Context: an optimization exercise on an open-source flow, tuned for small area, a short achievable clock period and few clock cycles. The choices shown serve that exercise and are no tape-out recipe.
Where RTL was checked, it was by simulation tests only, not by an equivalence proof against the original.

==> module geofence, before the edit <==
module geofence (clk, reset, X, Y, valid, is_inside);
    input clk;
    input reset;
    input [9:0] X;
    input [9:0] Y;
    output valid;
    output is_inside;
    reg [3:0] phase;
    reg [9:0] tx, ty;
    reg       vsx, vsy, psx, psy, lsx, lsy, rsx, rsy;
    reg [9:0] vmx, vmy_n, pmx_n, pmy, lmx_n, lmy, rmx_n, rmy;
    reg       take_l, take_r;
    reg       inside_acc;
    reg       _valid, _inside;
    assign valid = _valid;
    assign is_inside = _inside;
    wire [10:0] ex = {1'b0, X} + {1'b0, ~tx};
    wire [10:0] ey = {1'b0, Y} + {1'b0, ~ty};
    wire        dsx = ~ex[10];
    wire        dsy = ~ey[10];
    wire [9:0]  dmx = dsx ? ~ex[9:0] : ex[9:0] + 10'd1;
    wire [9:0]  dmy = dsy ? ~ey[9:0] : ey[9:0] + 10'd1;
    wire       elsx = take_l ? psx : lsx, elsy = take_l ? psy : lsy;
    wire       ersx = take_r ? psx : rsx, ersy = take_r ? psy : rsy;
    wire [9:0] elmx_n = take_l ? pmx_n : lmx_n, elmy = take_l ? pmy : lmy;
    wire [9:0] ermx_n = take_r ? pmx_n : rmx_n, ermy = take_r ? pmy : rmy;
    wire ge_l, ge_r;   
    geofence_cmp cmp_l (.an(elmx_n), .bn(vmy_n), .c(vmx), .d(elmy), .msb(ge_l));
    geofence_cmp cmp_r (.an(ermx_n), .bn(vmy_n), .c(vmx), .d(ermy), .msb(ge_r));
    wire s1l = elsx ^ vsy, s2l = vsx ^ elsy;
    wire s1r = ersx ^ vsy, s2r = vsx ^ ersy;
    wire nl1 = s1l, nl0 = s1l ^ (s1l == s2l);
    wire nr1 = s1r, nr0 = s1r ^ (s1r == s2r);
    wire nl = ge_l ? nl1 : nl0;
    wire nr = ge_r ? nr1 : nr0;
    wire active = (phase >= 4'd3) && (phase <= 4'd7);
    wire [3:0] upd_l_t = {nl1 & nr1, nl1 & nr0, nl0 & nr1, nl0 & nr0};
    wire [3:0] upd_r_t = {~nl1 & ~nr1, ~nl1 & ~nr0, ~nl0 & ~nr1, ~nl0 & ~nr0};
    wire upd_l = active & upd_l_t[{ge_l, ge_r}];
    wire upd_r = active & upd_r_t[{ge_l, ge_r}];
    wire wrap = nl & ~nr;
    always @(posedge clk or posedge reset) begin
        if (reset) begin
            phase <= 4'd0;
            _valid <= 1'b0;
            _inside <= 1'b0;
        end else begin
            phase <= (phase == 4'd8) ? 4'd0 : phase + 4'd1;
            _valid <= (phase == 4'd7);
            if (phase == 4'd7) _inside <= inside_acc | wrap;
        end
    end
    always @(posedge clk) begin
        if (phase == 4'd0) begin
            tx <= X;
            ty <= Y;
        end
        vsx <= dsx; vsy <= dsy; vmx <= dmx; vmy_n <= ~dmy;
        psx <= vsx; psy <= vsy; pmx_n <= ~vmx; pmy <= ~vmy_n;
        lsx <= elsx; lsy <= elsy; lmx_n <= elmx_n; lmy <= elmy;
        rsx <= ersx; rsy <= ersy; rmx_n <= ermx_n; rmy <= ermy;
        take_l <= (phase == 4'd2) | upd_l;
        take_r <= (phase == 4'd2) | upd_r;
        if (phase == 4'd2)
            inside_acc <= 1'b0;
        else if (active & wrap)
            inside_acc <= 1'b1;
    end
endmodule
==> flow/config.mk <==
export PLATFORM = sky130hd
export DESIGN_NAME = geofence
export DESIGN_NICKNAME = geofence
export VERILOG_FILES = /design/flow/design.v
export SDC_FILE = /design/flow/constraint.sdc
export NUM_CORES = 4
export LEC_CHECK = 0
export ABC_CLOCK_PERIOD_IN_PS = 6000
export CAP_MARGIN = 20
export CORE_MARGIN = 2
export CORE_UTILIZATION = 60
export SETUP_SLACK_MARGIN = 5
export SLEW_MARGIN = 20
==> flow/constraint.sdc <==
create_clock -name core_clock -period 12.0 [get_ports {clk}]
set_input_delay 2.4000 -clock core_clock [delete_from_list [all_inputs] [get_ports {clk}]]
set_output_delay 2.4000 -clock core_clock [all_outputs]
set_load 0.01 [all_outputs]
standard.sh (not shown) runs the stock make flow with config.mk's settings and CLKGATE_MAP_FILE= SYNTH_SCRIPT=/design/flow/synth_recipe.tcl, a recipe that flattens the netlist after the stock synthesis.
==> flow/flow/run.sh <==
#!/bin/bash
# The standard layout, with one step added after synthesis: flow/fapol.py
# picks the polarity of each full-adder cell (a full adder is self-dual), of
# each half adder (rebuilt from an xor and an and-type gate) and of 2-input
# and/or gates, so that few inverters are left in the carry-save trees, and
# puts each full adder's latest-arriving input on its fastest pin (CIN).
# It changes only combinational cells; the registers keep their names and cells.
# Each tool's output goes to a log here: synth.log, fapol.log, finish.log
# (ORFS also keeps each step's log under orfs/logs).
set -euo pipefail
R=orfs/results/$FLOW_PLATFORM/geofence/base
bash standard.sh synth > synth.log 2>&1
cp $R/1_2_yosys.v $R/1_2_yosys.std.v
python3 flow/fapol.py $R/1_2_yosys.std.v $R/1_2_yosys.v > fapol.log 2>&1
rm -f $R/1_synth.odb $R/1_synth.sdc
bash standard.sh finish > finish.log 2>&1
Other scripts of this flow, unchanged in this note and not shown: flow/flow/fapol.py
Rerun with:
--- a/flow/design.v
+++ b/flow/design.v
@@ -4,34 +4,29 @@
     input [9:0] X;
     input [9:0] Y;
     output valid;
     output is_inside;
     reg [3:0] phase;
     reg [9:0] tx, ty;
-    reg       vsx, vsy, psx, psy, lsx, lsy, rsx, rsy;
-    reg [9:0] vmx, vmy_n, pmx_n, pmy, lmx_n, lmy, rmx_n, rmy;
-    reg       take_l, take_r;
+    reg       vsx, vsy, lsx, lsy, rsx, rsy;
+    reg [9:0] vmx, vmy_n, lmx_n, lmy, rmx_n, rmy;
     reg       inside_acc;
     reg       _valid, _inside;
     assign valid = _valid;
     assign is_inside = _inside;
     wire [10:0] ex = {1'b0, X} + {1'b0, ~tx};
     wire [10:0] ey = {1'b0, Y} + {1'b0, ~ty};
     wire        dsx = ~ex[10];
     wire        dsy = ~ey[10];
     wire [9:0]  dmx = dsx ? ~ex[9:0] : ex[9:0] + 10'd1;
     wire [9:0]  dmy = dsy ? ~ey[9:0] : ey[9:0] + 10'd1;
-    wire       elsx = take_l ? psx : lsx, elsy = take_l ? psy : lsy;
-    wire       ersx = take_r ? psx : rsx, ersy = take_r ? psy : rsy;
-    wire [9:0] elmx_n = take_l ? pmx_n : lmx_n, elmy = take_l ? pmy : lmy;
-    wire [9:0] ermx_n = take_r ? pmx_n : rmx_n, ermy = take_r ? pmy : rmy;
     wire ge_l, ge_r;   
-    geofence_cmp cmp_l (.an(elmx_n), .bn(vmy_n), .c(vmx), .d(elmy), .msb(ge_l));
-    geofence_cmp cmp_r (.an(ermx_n), .bn(vmy_n), .c(vmx), .d(ermy), .msb(ge_r));
-    wire s1l = elsx ^ vsy, s2l = vsx ^ elsy;
-    wire s1r = ersx ^ vsy, s2r = vsx ^ ersy;
+    geofence_cmp cmp_l (.an(lmx_n), .bn(vmy_n), .c(vmx), .d(lmy), .msb(ge_l));
+    geofence_cmp cmp_r (.an(rmx_n), .bn(vmy_n), .c(vmx), .d(rmy), .msb(ge_r));
+    wire s1l = lsx ^ vsy, s2l = vsx ^ lsy;
+    wire s1r = rsx ^ vsy, s2r = vsx ^ rsy;
     wire nl1 = s1l, nl0 = s1l ^ (s1l == s2l);
     wire nr1 = s1r, nr0 = s1r ^ (s1r == s2r);
     wire nl = ge_l ? nl1 : nl0;
     wire nr = ge_r ? nr1 : nr0;
     wire active = (phase >= 4'd3) && (phase <= 4'd7);
     wire [3:0] upd_l_t = {nl1 & nr1, nl1 & nr0, nl0 & nr1, nl0 & nr0};
@@ -53,21 +48,25 @@
     always @(posedge clk) begin
         if (phase == 4'd0) begin
             tx <= X;
             ty <= Y;
         end
         vsx <= dsx; vsy <= dsy; vmx <= dmx; vmy_n <= ~dmy;
-        psx <= vsx; psy <= vsy; pmx_n <= ~vmx; pmy <= ~vmy_n;
-        lsx <= elsx; lsy <= elsy; lmx_n <= elmx_n; lmy <= elmy;
-        rsx <= ersx; rsy <= ersy; rmx_n <= ermx_n; rmy <= ermy;
-        take_l <= (phase == 4'd2) | upd_l;
-        take_r <= (phase == 4'd2) | upd_r;
-        if (phase == 4'd2)
+        if (phase == 4'd2) begin
+            lsx <= vsx; lsy <= vsy; lmx_n <= ~vmx; lmy <= ~vmy_n;
+            rsx <= vsx; rsy <= vsy; rmx_n <= ~vmx; rmy <= ~vmy_n;
             inside_acc <= 1'b0;
-        else if (active & wrap)
-            inside_acc <= 1'b1;
+        end else begin
+            if (upd_l) begin
+                lsx <= vsx; lsy <= vsy; lmx_n <= ~vmx; lmy <= ~vmy_n;
+            end
+            if (upd_r) begin
+                rsx <= vsx; rsy <= vsy; rmx_n <= ~vmx; rmy <= ~vmy_n;
+            end
+            if (active & wrap) inside_acc <= 1'b1;
+        end
     end
 endmodule
 module geofence_cmp(input [9:0] an,bn,c,d, output msb);
   wire t1 = ~(an[0] | bn[0]);
   wire t2 = ~(c[0] & d[0]);
   wire t3 = ~(an[1] | bn[0]);
Wire length drops by 13%.
Via count drops by 8.4%.
Cell count drops by 9.7%.
First-iteration DRC count drops by 21%.
Hold slack improved by 0.13 ns.
Synthesized cell count drops by 9.8%.
Fmax is about the same.
Core utilization drops by 1.6 points.
Clock skew drops by 0.0078 ns.
Critical path depth drops by 3.
Worst setup slack got worse by 0.0050 ns.
Testbench counts after the change, summed over its fixed seeds: cycles 10,800.
The RTL of the first run of this note was laid out without a check of its function.

========
== old ==
geofence, a different RTL version from the one above (not shown whole).
For scale: about 1700 cells after synthesis.
==> module geofence, before the edit <==
module geofence (clk, reset, X, Y, valid, is_inside);
    input clk;
    input reset;
    input [9:0] X;
    input [9:0] Y;
    output valid;
    output is_inside;
    reg [3:0] phase;
    reg [9:0] tx, ty;
    reg       vsx, vsy, lsx, lsy, rsx, rsy;
    reg [9:0] vmx, vmy, lmx, lmy, rmx, rmy;
    reg       inside_acc;
    reg       _valid, _inside;
    assign valid = _valid;
    assign is_inside = _inside;
    wire       dsx = X < tx;
    wire       dsy = Y < ty;
    wire [9:0] dmx = dsx ? tx - X : X - tx;
    wire [9:0] dmy = dsy ? ty - Y : Y - ty;
    function cross_neg;
        input       asx, asy;
        input [9:0] amx, amy;
        input       bsx, bsy;
        input [9:0] bmx, bmy;
        reg         s1, s2;
        reg  [20:0] acc;
        integer     i;
        begin
            s1 = asx ^ bsy;
            s2 = bsx ^ asy;
            acc = 21'd2047;
            for (i = 0; i < 10; i = i + 1) begin
                acc = acc + ({11'd0, amx & {10{bmy[i]}}} << i);
                acc = acc + ({11'd0, ~(bmx & {10{amy[i]}})} << i);
            end
            if (s1 == s2)
                cross_neg = ~(s1 ^ acc[20]);
            else
                cross_neg = s1;
        end
    endfunction
    wire nl = cross_neg(lsx, lsy, lmx, lmy, vsx, vsy, vmx, vmy);
    wire nr = cross_neg(rsx, rsy, rmx, rmy, vsx, vsy, vmx, vmy);
    wire wrap = nl & ~nr;
    always @(posedge clk or posedge reset) begin
        if (reset) begin
            phase <= 4'd0;
            _valid <= 1'b0;
            _inside <= 1'b0;
        end else begin
            phase <= (phase == 4'd8) ? 4'd0 : phase + 4'd1;
            _valid <= (phase == 4'd7);
            if (phase == 4'd7) _inside <= inside_acc | wrap;
        end
    end
    always @(posedge clk) begin
        if (phase == 4'd0) begin
            tx <= X;
            ty <= Y;
        end
        vsx <= dsx; vsy <= dsy; vmx <= dmx; vmy <= dmy;
        if (phase == 4'd2) begin
            lsx <= vsx; lsy <= vsy; lmx <= vmx; lmy <= vmy;
            rsx <= vsx; rsy <= vsy; rmx <= vmx; rmy <= vmy;
            inside_acc <= 1'b0;
        end else if (phase >= 4'd3 && phase <= 4'd7) begin
            if (nl & nr) begin
                lsx <= vsx; lsy <= vsy; lmx <= vmx; lmy <= vmy;
            end
            if (~nl & ~nr) begin
                rsx <= vsx; rsy <= vsy; rmx <= vmx; rmy <= vmy;
            end
            if (wrap) inside_acc <= 1'b1;
        end
    end
endmodule
Settings: LEC_CHECK=0, CAP_MARGIN=20, CORE_MARGIN=2, CORE_UTILIZATION=40, SLEW_MARGIN=20; clock period 12.0 ns.
run.sh (not shown) runs the stock make flow with config.mk's settings and CLKGATE_MAP_FILE= SYNTH_SCRIPT=/design/flow/synth_recipe.tcl, a recipe that flattens the netlist after the stock synthesis.
Stock flow here: none of the scripts above is used.
--- input diff old..new ---
-- flow/design.v --
<<< old, line 24
        input [9:0] bmx, bmy;
        reg         s1, s2;
        reg  [20:0] acc;
        integer     i;
        begin
            s1 = asx ^ bsy;
            s2 = bsx ^ asy;
            acc = 21'd2047;
            for (i = 0; i < 10; i = i + 1) begin
                acc = acc + ({11'd0, amx & {10{bmy[i]}}} << i);
                acc = acc + ({11'd0, ~(bmx & {10{amy[i]}})} << i);
            end
            if (s1 == s2)
                cross_neg = ~(s1 ^ acc[20]);
            else
                cross_neg = s1;
>>> new, line 24
        input [9:0] bmx, bmy;
        reg         s1, s2;
        begin
            s1 = asx ^ bsy;
            s2 = bsx ^ asy;
            if (s1 == s2)
                cross_neg = s1 ^ ({10'd0, amx} * bmy < {10'd0, bmx} * amy);
            else
                cross_neg = s1;
<<< old, line 60
        end
        vsx <= dsx; vsy <= dsy; vmx <= dmx; vmy <= dmy;
        if (phase == 4'd2) begin
            lsx <= vsx; lsy <= vsy; lmx <= vmx; lmy <= vmy;
            rsx <= vsx; rsy <= vsy; rmx <= vmx; rmy <= vmy;
            inside_acc <= 1'b0;
        end else if (phase >= 4'd3 && phase <= 4'd7) begin
>>> new, line 53
        end
        vsx <= dsx; vsy <= dsy; vmx <= dmx; vmy <= dmy;
        if (phase == 4'd1) begin
            lsx <= dsx; lsy <= dsy; lmx <= dmx; lmy <= dmy;
            rsx <= dsx; rsy <= dsy; rmx <= dmx; rmy <= dmy;
            inside_acc <= 1'b0;
        end else if (phase >= 4'd3 && phase <= 4'd7) begin
==> results.txt <==
new closes out successfully: all stages finished, all timing, DRC and antenna checks passed.
Net count after synthesis, new vs old: up by more than 10%
Going from old to new, area of the multi-input gates grows by 2700 um^2.
The run showing the greater global-route usage is new.
met3 routing resource usage after global routing of new is on par with old.
In new, area of the die is higher than in old.
From old to new the numbers moved as follows: worst setup slack after layout fell 100 ps; final cell utilization of the core about even.
Testbench counts of new, summed over its fixed seeds: cycles 10,800.
Only the layout flow was run in old; the RTL was not checked for function there.

========
Another version of the RTL of geofence (not shown whole).
For scale: about 15,000 um2 of cells after synthesis.
==> module geofence, before the edit <==
module geofence (clk, reset, X, Y, valid, is_inside);
    input clk;
    input reset;
    input [9:0] X;
    input [9:0] Y;
    output valid;
    output is_inside;
    reg [3:0] phase;
    reg [9:0] tx, ty;
    reg       vsx, vsy, lsx, lsy, rsx, rsy;
    reg [9:0] vmx, vmy, lmx, lmy, rmx, rmy;
    reg [9:0] vmx_n, vmy_n;   
    reg       inside_acc;
    reg       _valid, _inside;
    assign valid = _valid;
    assign is_inside = _inside;
    wire [10:0] ex = {1'b0, X} + {1'b0, ~tx};
    wire [10:0] ey = {1'b0, Y} + {1'b0, ~ty};
    wire        dsx = ~ex[10];
    wire        dsy = ~ey[10];
    wire [9:0]  dmx = dsx ? ~ex[9:0] : ex[9:0] + 10'd1;
    wire [9:0]  dmy = dsy ? ~ey[9:0] : ey[9:0] + 10'd1;
    wire ge_l, ge_r;   
    geofence_cmp cmp_l (.a(lmx), .b(vmy), .c(vmx), .d(lmy), .msb(ge_l));
    geofence_cmp cmp_r (.a(rmx), .b(~vmy_n), .c(~vmx_n), .d(rmy), .msb(ge_r));
    wire s1l = lsx ^ vsy, s2l = vsx ^ lsy;
    wire s1r = rsx ^ vsy, s2r = vsx ^ rsy;
    wire nl1 = s1l, nl0 = s1l ^ (s1l == s2l);
    wire nr1 = s1r, nr0 = s1r ^ (s1r == s2r);
    wire nl = ge_l ? nl1 : nl0;
    wire nr = ge_r ? nr1 : nr0;
    wire active = (phase >= 4'd3) && (phase <= 4'd7);
    wire [3:0] upd_l_t = {nl1 & nr1, nl1 & nr0, nl0 & nr1, nl0 & nr0};
    wire [3:0] upd_r_t = {~nl1 & ~nr1, ~nl1 & ~nr0, ~nl0 & ~nr1, ~nl0 & ~nr0};
    wire upd_l = active & upd_l_t[{ge_l, ge_r}];
    wire upd_r = active & upd_r_t[{ge_l, ge_r}];
    wire wrap = nl & ~nr;
    always @(posedge clk or posedge reset) begin
        if (reset) begin
            phase <= 4'd0;
            _valid <= 1'b0;
            _inside <= 1'b0;
        end else begin
            phase <= (phase == 4'd8) ? 4'd0 : phase + 4'd1;
            _valid <= (phase == 4'd7);
            if (phase == 4'd7) _inside <= inside_acc | wrap;
        end
    end
    always @(posedge clk) begin
        if (phase == 4'd0) begin
            tx <= X;
            ty <= Y;
        end
        vsx <= dsx; vsy <= dsy; vmx <= dmx; vmy <= dmy;
        vmx_n <= ~dmx; vmy_n <= ~dmy;
        if (phase == 4'd2) begin
            lsx <= vsx; lsy <= vsy; lmx <= vmx; lmy <= vmy;
            rsx <= vsx; rsy <= vsy; rmx <= vmx; rmy <= vmy;
            inside_acc <= 1'b0;
        end else begin
            if (upd_l) begin
                lsx <= vsx; lsy <= vsy; lmx <= vmx; lmy <= vmy;
            end
            if (upd_r) begin
                rsx <= vsx; rsy <= vsy; rmx <= vmx; rmy <= vmy;
            end
            if (active & wrap) inside_acc <= 1'b1;
        end
    end
endmodule
clock: 12.0 ns
lec_check: 0
abc_clock_period_in_ps: 6000
cap_margin: 20
core_margin: 2
core_utilization: 60
setup_slack_margin: 5
slew_margin: 20
standard.sh (not shown) runs the stock make flow with config.mk's settings and CLKGATE_MAP_FILE= SYNTH_SCRIPT=/design/flow/synth_recipe.tcl, a recipe that flattens the netlist after the stock synthesis.
==> flow/flow/run.sh <==
#!/bin/bash
# The standard layout, with one step added after synthesis: flow/fapol.py
# picks the polarity of each full-adder cell (a full adder is self-dual) so
# that fewer inverters are left between the adders of the carry-save trees.
# It changes only combinational cells; the registers keep their names and cells.
# Each tool's output goes to a log here: synth.log, fapol.log, finish.log
# (ORFS also keeps each step's log under orfs/logs).
set -euo pipefail
R=orfs/results/$FLOW_PLATFORM/geofence/base
bash standard.sh synth > synth.log 2>&1
cp $R/1_2_yosys.v $R/1_2_yosys.std.v
python3 flow/fapol.py $R/1_2_yosys.std.v $R/1_2_yosys.v > fapol.log 2>&1
rm -f $R/1_synth.odb $R/1_synth.sdc
bash standard.sh finish > finish.log 2>&1
Other scripts of this flow, unchanged in this note and not shown: flow/flow/fapol.py
==> next run, changes <==
--- a/flow/design.v
+++ b/flow/design.v
@@ -9,7 +9,6 @@
     reg [9:0] tx, ty;
     reg       vsx, vsy, lsx, lsy, rsx, rsy;
     reg [9:0] vmx, vmy, lmx, lmy, rmx, rmy;
-    reg [9:0] vmx_n, vmy_n;   
     reg       inside_acc;
     reg       _valid, _inside;
     assign valid = _valid;
@@ -22,7 +21,7 @@
     wire [9:0]  dmy = dsy ? ~ey[9:0] : ey[9:0] + 10'd1;
     wire ge_l, ge_r;   
     geofence_cmp cmp_l (.a(lmx), .b(vmy), .c(vmx), .d(lmy), .msb(ge_l));
-    geofence_cmp cmp_r (.a(rmx), .b(~vmy_n), .c(~vmx_n), .d(rmy), .msb(ge_r));
+    geofence_cmp cmp_r (.a(rmx), .b(vmy), .c(vmx), .d(rmy), .msb(ge_r));
     wire s1l = lsx ^ vsy, s2l = vsx ^ lsy;
     wire s1r = rsx ^ vsy, s2r = vsx ^ rsy;
     wire nl1 = s1l, nl0 = s1l ^ (s1l == s2l);
@@ -52,7 +51,6 @@
             ty <= Y;
         end
         vsx <= dsx; vsy <= dsy; vmx <= dmx; vmy <= dmy;
-        vmx_n <= ~dmx; vmy_n <= ~dmy;
         if (phase == 4'd2) begin
             lsx <= vsx; lsy <= vsy; lmx <= vmx; lmy <= vmy;
             rsx <= vsx; rsy <= vsy; rmx <= vmx; rmy <= vmy;
Routed wire length fell by 5.1%.
Count of clock-buffer cells in the layout fell by 5.
Via count fell by 1.2%.
Die area fell by 3.5%.
Design area fell by 6.0%.
Synthesized area fell by 3.6%.
First-iteration DRC count fell by 0.85%.
Clock skew is about the same.
Sequential cell count fell by 20.
Setup slack got worse by 0.050 ns.
Testbench counts after the change, summed over its fixed seeds: cycles 10,800.
The RTL of the first run of this note was laid out without a check of its function.

## port drivers added, routing unchanged
How much do the figures lean on ideal ports? The routed layouts below were timed once more, with nothing changed but the port constraints.
Step 1 sets driving cells, clkbuf_16 on the clock port and buf_2 on the other inputs (assumed; they add their load-dependent delay and slew).
Step 2 moves the port delays by t, midway between the first and last clock arrival at a register: inputs arrive t later, outputs are due t later. That takes back most of the time a late clock gives input paths.
a / b / c = ideal ports / drivers / drivers and shift; a / b = the first two.
run | t, ns | setup slack, ns | cell pins on the clock port's net
the first run of note 1 | 0.474 | 5.284 / 5.284 / 5.284 | 1
the second run of note 1 | 0.401 | 5.279 / 5.279 / 5.279 | 1
old | 0.385 | 3.565 / 3.565 / 3.565 | 1
new | 0.392 | 3.462 / 3.462 / 3.462 | 1
the first run of note 3 | 0.447 | 5.356 / 5.356 / 5.356 | 1
the second run of note 3 | 0.386 | 5.306 / 5.306 / 5.306 | 1
After both steps setup and hold are still met in every run listed.
